Background: an optimization exercise with open tools, aiming at small area, a short achievable clock period and few clock cycles. Do not read the settings as production practice. Where RTL was checked, it was by simulation tests only, not by an equivalence proof against the original.

Setup of job 102:
==> flow/design.v <==
module ALU #(
    parameter DATA_W = 32
)
(
    input                       i_clk,    
    input                       i_rst_n,  
    input                       i_valid,  
    input [DATA_W - 1 : 0]      i_A,      
    input [DATA_W - 1 : 0]      i_B,      
    input [         2 : 0]      i_inst,   
    output [2*DATA_W - 1 : 0]   o_data,   
    output                      o_done    
);
    localparam ADD  = 3'd0;
    localparam SUB  = 3'd1;
    localparam AND  = 3'd2;
    localparam OR   = 3'd3;
    localparam SLT  = 3'd4;
    localparam SRA  = 3'd5;
    localparam MUL  = 3'd6;
    localparam DIV  = 3'd7;
    reg        s_ex;     
    reg        s_mul;    
    reg        s_mulf;   
    reg        s_div;    
    reg        s_al;     
    reg        done;
    reg [63:0] R;        
    reg        Sx;       
    reg [31:0] D;        
    reg        Dx;       
    reg        f_sub;    
    reg        f_slt;    
    reg [4:0]  cnt;
    wire idle = ~(s_ex | s_mul | s_mulf | s_div);
    reg        fmt_sat;  
    reg        fmt_slt;  
    reg        fmt_sgn;  
    assign o_done = done;
    assign o_data[63:32] = R[63:32];
    assign o_data[31]    = fmt_sat ? fmt_sgn : R[31] & ~fmt_slt;
    assign o_data[30:1]  = fmt_sat ? {30{~fmt_sgn}} : R[30:1] & {30{~fmt_slt}};
    assign o_data[0]     = fmt_sat ? ~fmt_sgn : (fmt_slt ? fmt_sgn : R[0]);
    wire [31:0] Rhi = R[63:32];
    wire [31:0] Rlo = R[31:0];
    reg b0_one, b0_two, b0_neg, b1_one, b1_two, b1_neg;
    function [2:0] booth;   
        input hi, mid, lo;
        booth = {mid ^ lo, (hi & ~mid & ~lo) | (~hi & mid & lo), hi};
    endfunction
    wire [36:0] dext = {{5{Dx}}, D};
    wire [36:0] p0 = (({37{b0_one}} & dext) | ({37{b0_two}} & {dext[35:0], 1'b0})) ^ {37{b0_neg}};
    wire [36:0] p1m = (({37{b1_one}} & dext) | ({37{b1_two}} & {dext[35:0], 1'b0})) ^ {37{b1_neg}};
    wire [36:0] p1 = {p1m[34:0], b1_neg, b0_neg};
    wire [36:0] x0 = {{5{Sx}}, Rhi};
    wire [36:0] cs = x0 ^ p0 ^ p1;
    wire [36:0] cc = {(x0[35:0] & p0[35:0]) | (x0[35:0] & p1[35:0]) | (p0[35:0] & p1[35:0]), b1_neg};
    wire [36:0] T  = cs + cc + {36'd0, b1_neg};
    wire [31:0] m0 = Rhi;
    wire [31:0] m1 = m0 | (m0 >> 1);
    wire [31:0] m2 = m1 | (m1 >> 2);
    wire [31:0] m3 = m2 | (m2 >> 4);
    wire [31:0] m4 = m3 | (m3 >> 8);
    wire [31:0] mA = m4 | (m4 >> 16);
    wire dzero = ~|D;
    wire ok4   = ~|(D & ~(mA >> 4));
    wire ok1   = ~|(D & ~(mA >> 1));
    wire q     = ~T[36];
    wire i_and = (i_inst == AND);
    wire i_or  = (i_inst == OR);
    wire i_sra = (i_inst == SRA);
    wire i_mul = (i_inst == MUL);
    wire i_div = (i_inst == DIV);
    wire i_one = i_and | i_or | i_sra;             
    wire i_sgn = ~i_one & ~i_mul & ~i_div;          
    wire [31:0] i_sh  = $signed(i_A) >>> i_B[4:0];
    wire [31:0] i_sr  = (|i_B[31:5]) ? {32{i_A[31]}} : i_sh;
    wire [31:0] ld_lo = i_and ? (i_A & i_B) :
                        i_or  ? (i_A | i_B) :
                        i_sra ? i_sr :
                        (i_A & {32{~i_div}});
    wire [31:0] ld_hi = i_A & {32{i_sgn | i_div}};
    wire        d_iter = s_div & (s_al | (~dzero & ~ok4 & ~ok1));   
    wire        d_zero = s_div & ~s_al & dzero;                     
    wire [31:0] hi_e = idle ? ld_hi : (s_ex ? 32'd0 : Rhi);
    wire [31:0] hi_t = s_mul ? T[35:4] : T[31:0];
    wire        hi_use_t = s_mul | s_mulf | (d_iter & q);
    wire [31:0] hi_n = hi_use_t ? hi_t : hi_e;
    wire [31:0] lo_e = idle   ? ld_lo :
                       s_mul  ? {4'd0, Rlo[31:4]} :
                       d_zero ? 32'hffffffff :
                       d_iter ? {Rlo[30:0], 1'b0} : Rlo;
    wire [31:0] lo_tm = s_ex ? 32'hffffffff : {{4{s_mul}}, 28'd0};   
    wire [31:0] lo_t  = s_ex ? T[31:0] : {T[3:0], 28'd0};
    wire [31:0] lo_n  = (lo_tm & lo_t) | (~lo_tm & lo_e) | {31'd0, d_iter & q};
    always @(posedge i_clk or negedge i_rst_n) begin
        if (!i_rst_n) begin
            s_ex   <= 1'b0;
            s_mul  <= 1'b0;
            s_mulf <= 1'b0;
            s_div  <= 1'b0;
            s_al   <= 1'b0;
            done   <= 1'b0;
        end else begin
            done <= 1'b0;
            if (idle && i_valid) begin
                s_ex  <= i_sgn;
                s_mul <= i_mul;
                s_div <= i_div;
                s_al  <= 1'b0;
                done  <= i_one;
            end
            if (s_ex) begin
                s_ex <= 1'b0;
                done <= 1'b1;
            end
            if (s_mul && cnt == 5'd7) begin
                s_mul  <= 1'b0;
                s_mulf <= Rlo[3];
                done   <= ~Rlo[3];
            end
            if (s_mulf) begin
                s_mulf <= 1'b0;
                done   <= 1'b1;
            end
            if (s_div) begin
                if (!s_al) begin
                    if (dzero) begin
                        s_div <= 1'b0;
                        done  <= 1'b1;
                    end else if (!ok4 && !ok1) begin
                        s_al <= 1'b1;
                        if (cnt == 5'd0) begin
                            s_div <= 1'b0;
                            done  <= 1'b1;
                        end
                    end
                end else if (cnt == 5'd0) begin
                    s_div <= 1'b0;
                    done  <= 1'b1;
                end
            end
        end
    end
    always @(posedge i_clk) begin
        R <= {hi_n, lo_n};
        if (idle) begin
            Sx    <= i_sgn & i_A[31];
            D     <= i_B;
            Dx    <= i_sgn & i_B[31];
            f_sub <= (i_inst == SUB) | (i_inst == SLT);
            f_slt <= (i_inst == SLT);
            cnt   <= 5'd0;
            if (i_mul) begin
                {b0_one, b0_two, b0_neg} <= booth(i_A[1], i_A[0], 1'b0);
                {b1_one, b1_two, b1_neg} <= booth(i_A[3], i_A[2], i_A[1]);
            end else begin
                {b0_one, b0_two, b0_neg} <= {1'b1, 1'b0, i_div | (i_inst == SUB) | (i_inst == SLT)};
                {b1_one, b1_two, b1_neg} <= 3'b000;
            end
        end
        fmt_sat <= s_ex & ~f_slt & (T[32] ^ T[31]);
        fmt_slt <= s_ex & f_slt;
        fmt_sgn <= T[36];
        if (s_mul) begin
            Sx  <= T[36];
            cnt <= cnt + 5'd1;
            if (cnt == 5'd7) begin
                {b0_one, b0_two, b0_neg} <= {Rlo[3], 2'b00};
                {b1_one, b1_two, b1_neg} <= 3'b000;
            end else begin
                {b0_one, b0_two, b0_neg} <= booth(Rlo[5], Rlo[4], Rlo[3]);
                {b1_one, b1_two, b1_neg} <= booth(Rlo[7], Rlo[6], Rlo[5]);
            end
        end
        if (s_div) begin
            if (!s_al && dzero) begin
            end else if (!s_al && ok4) begin
                D   <= D << 4;
                cnt <= cnt + 5'd4;
            end else if (!s_al && ok1) begin
                D   <= D << 1;
                cnt <= cnt + 5'd1;
            end else begin
                D   <= D >> 1;
                cnt <= cnt - 5'd1;
            end
        end
    end
endmodule
export LEC_CHECK = 0
export CAP_MARGIN = 20
export CORE_MARGIN = 2
export CORE_UTILIZATION = 35
export CTS_BUF_LIST = sky130_fd_sc_hd__clkbuf_4 sky130_fd_sc_hd__clkbuf_8
export PLACE_DENSITY = 0.5
export SETUP_SLACK_MARGIN = 3.3
export SLEW_MARGIN = 20
create_clock -name core_clock -period 8.0 [get_ports {i_clk}]
standard.sh (not shown) runs the stock make flow with config.mk's settings and CLKGATE_MAP_FILE= SYNTH_SCRIPT=/design/flow/synth_recipe.tcl, a recipe that flattens the netlist after the stock synthesis.
==> flow/flow/run.sh <==
#!/bin/bash
set -euo pipefail
export BUFFER_PORTS_ARGS="-buffer_cell sky130_fd_sc_hd__buf_1"
bash standard.sh finish > layout.log 2>&1
The inputs of job 101 differ from those of job 102 as listed below.
--- a/flow/design.v
+++ b/flow/design.v
@@ -78,23 +78,10 @@
     wire [31:0] ld_lo = i_and ? (i_A & i_B) :
                         i_or  ? (i_A | i_B) :
                         i_sra ? i_sr :
                         (i_A & {32{~i_div}});
     wire [31:0] ld_hi = i_A & {32{i_sgn | i_div}};
-    wire        d_iter = s_div & (s_al | (~dzero & ~ok4 & ~ok1));   
-    wire        d_zero = s_div & ~s_al & dzero;                     
-    wire [31:0] hi_e = idle ? ld_hi : (s_ex ? 32'd0 : Rhi);
-    wire [31:0] hi_t = s_mul ? T[35:4] : T[31:0];
-    wire        hi_use_t = s_mul | s_mulf | (d_iter & q);
-    wire [31:0] hi_n = hi_use_t ? hi_t : hi_e;
-    wire [31:0] lo_e = idle   ? ld_lo :
-                       s_mul  ? {4'd0, Rlo[31:4]} :
-                       d_zero ? 32'hffffffff :
-                       d_iter ? {Rlo[30:0], 1'b0} : Rlo;
-    wire [31:0] lo_tm = s_ex ? 32'hffffffff : {{4{s_mul}}, 28'd0};   
-    wire [31:0] lo_t  = s_ex ? T[31:0] : {T[3:0], 28'd0};
-    wire [31:0] lo_n  = (lo_tm & lo_t) | (~lo_tm & lo_e) | {31'd0, d_iter & q};
     always @(posedge i_clk or negedge i_rst_n) begin
         if (!i_rst_n) begin
             s_ex   <= 1'b0;
             s_mul  <= 1'b0;
             s_mulf <= 1'b0;
@@ -141,12 +128,12 @@
                 end
             end
         end
     end
     always @(posedge i_clk) begin
-        R <= {hi_n, lo_n};
         if (idle) begin
+            R     <= {ld_hi, ld_lo};
             Sx    <= i_sgn & i_A[31];
             D     <= i_B;
             Dx    <= i_sgn & i_B[31];
             f_sub <= (i_inst == SUB) | (i_inst == SLT);
             f_slt <= (i_inst == SLT);
@@ -160,30 +147,40 @@
             end
         end
         fmt_sat <= s_ex & ~f_slt & (T[32] ^ T[31]);
         fmt_slt <= s_ex & f_slt;
         fmt_sgn <= T[36];
+        if (s_ex) begin
+            R <= {32'd0, T[31:0]};
+        end
         if (s_mul) begin
+            R   <= {T[35:4], T[3:0], Rlo[31:4]};
             Sx  <= T[36];
             cnt <= cnt + 5'd1;
             if (cnt == 5'd7) begin
                 {b0_one, b0_two, b0_neg} <= {Rlo[3], 2'b00};
                 {b1_one, b1_two, b1_neg} <= 3'b000;
             end else begin
                 {b0_one, b0_two, b0_neg} <= booth(Rlo[5], Rlo[4], Rlo[3]);
                 {b1_one, b1_two, b1_neg} <= booth(Rlo[7], Rlo[6], Rlo[5]);
             end
         end
+        if (s_mulf) begin
+            R[63:32] <= T[31:0];
+        end
         if (s_div) begin
             if (!s_al && dzero) begin
+                R[31:0] <= 32'hffffffff;
             end else if (!s_al && ok4) begin
                 D   <= D << 4;
                 cnt <= cnt + 5'd4;
             end else if (!s_al && ok1) begin
                 D   <= D << 1;
                 cnt <= cnt + 5'd1;
             end else begin
+                if (q) R[63:32] <= T[31:0];
+                R[31:0] <= {Rlo[30:0], q};
                 D   <= D >> 1;
                 cnt <= cnt - 5'd1;
             end
         end
     end
Notes after the runs:
Job 101 packs its core looser than job 102.
Job 102 → job 101: met3 capacity usage during global routing rose 1.8 points, number of clock buffers in the layout rose 1, final clock period utilization by the worst path rose 1.1 points, wire length of the first global-routing pass rose 5500 um.
Sort job 101 and job 102 by initial antenna violation count, descending, and job 102 comes first.
Job 101 vs job 102 — data-path buffer share of cell area in the final layout rose 0.65 points.
Fraction of final layout cells with drive strength greater than 1 on job 101 is up relative to job 102.
Testbench counts of job 101, summed over its fixed seeds: cycles 13,895.
No functional check of the RTL was part of job 102.

==> what the ideal ports hide <==
In the flow no input, the clock included, has a driving cell. The finished layouts below were timed again as built, in two steps. Step 1: set_driving_cell puts a clkbuf_16 on i_clk and a buf_2 on each other input, an assumption about the parent block. Step 2 adds t to the input delays and takes it off the output delays; t is the mean of the earliest and latest rising clock arrival at the registers after step 1. Input paths then give back, and output paths get back, about the clock's delay inside the block. Three values: ideal ports, drivers, drivers and shift; two values: the first two.
| run | t, ns | setup WS [ns] | hold slack, ns | latest minus earliest clock arrival (ns) | worst slew at a driven data input, ns |
|---|---|---|---|---|---|
| job 102 | 0.510 | 3.509 / 3.509 / 3.226 | 0.493 / 0.493 / 0.493 | 0.012 / 0.011 | 0.09 |
| job 101 | 0.540 | 3.417 / 3.417 / 3.199 | 0.437 / 0.437 / 0.437 | 0.035 / 0.035 | 0.04 |
After both steps setup and hold are still met in every run listed. The setup slack of job 102, which loses most, moves by 0.000 ns with the drivers and by -0.283 ns with both steps.
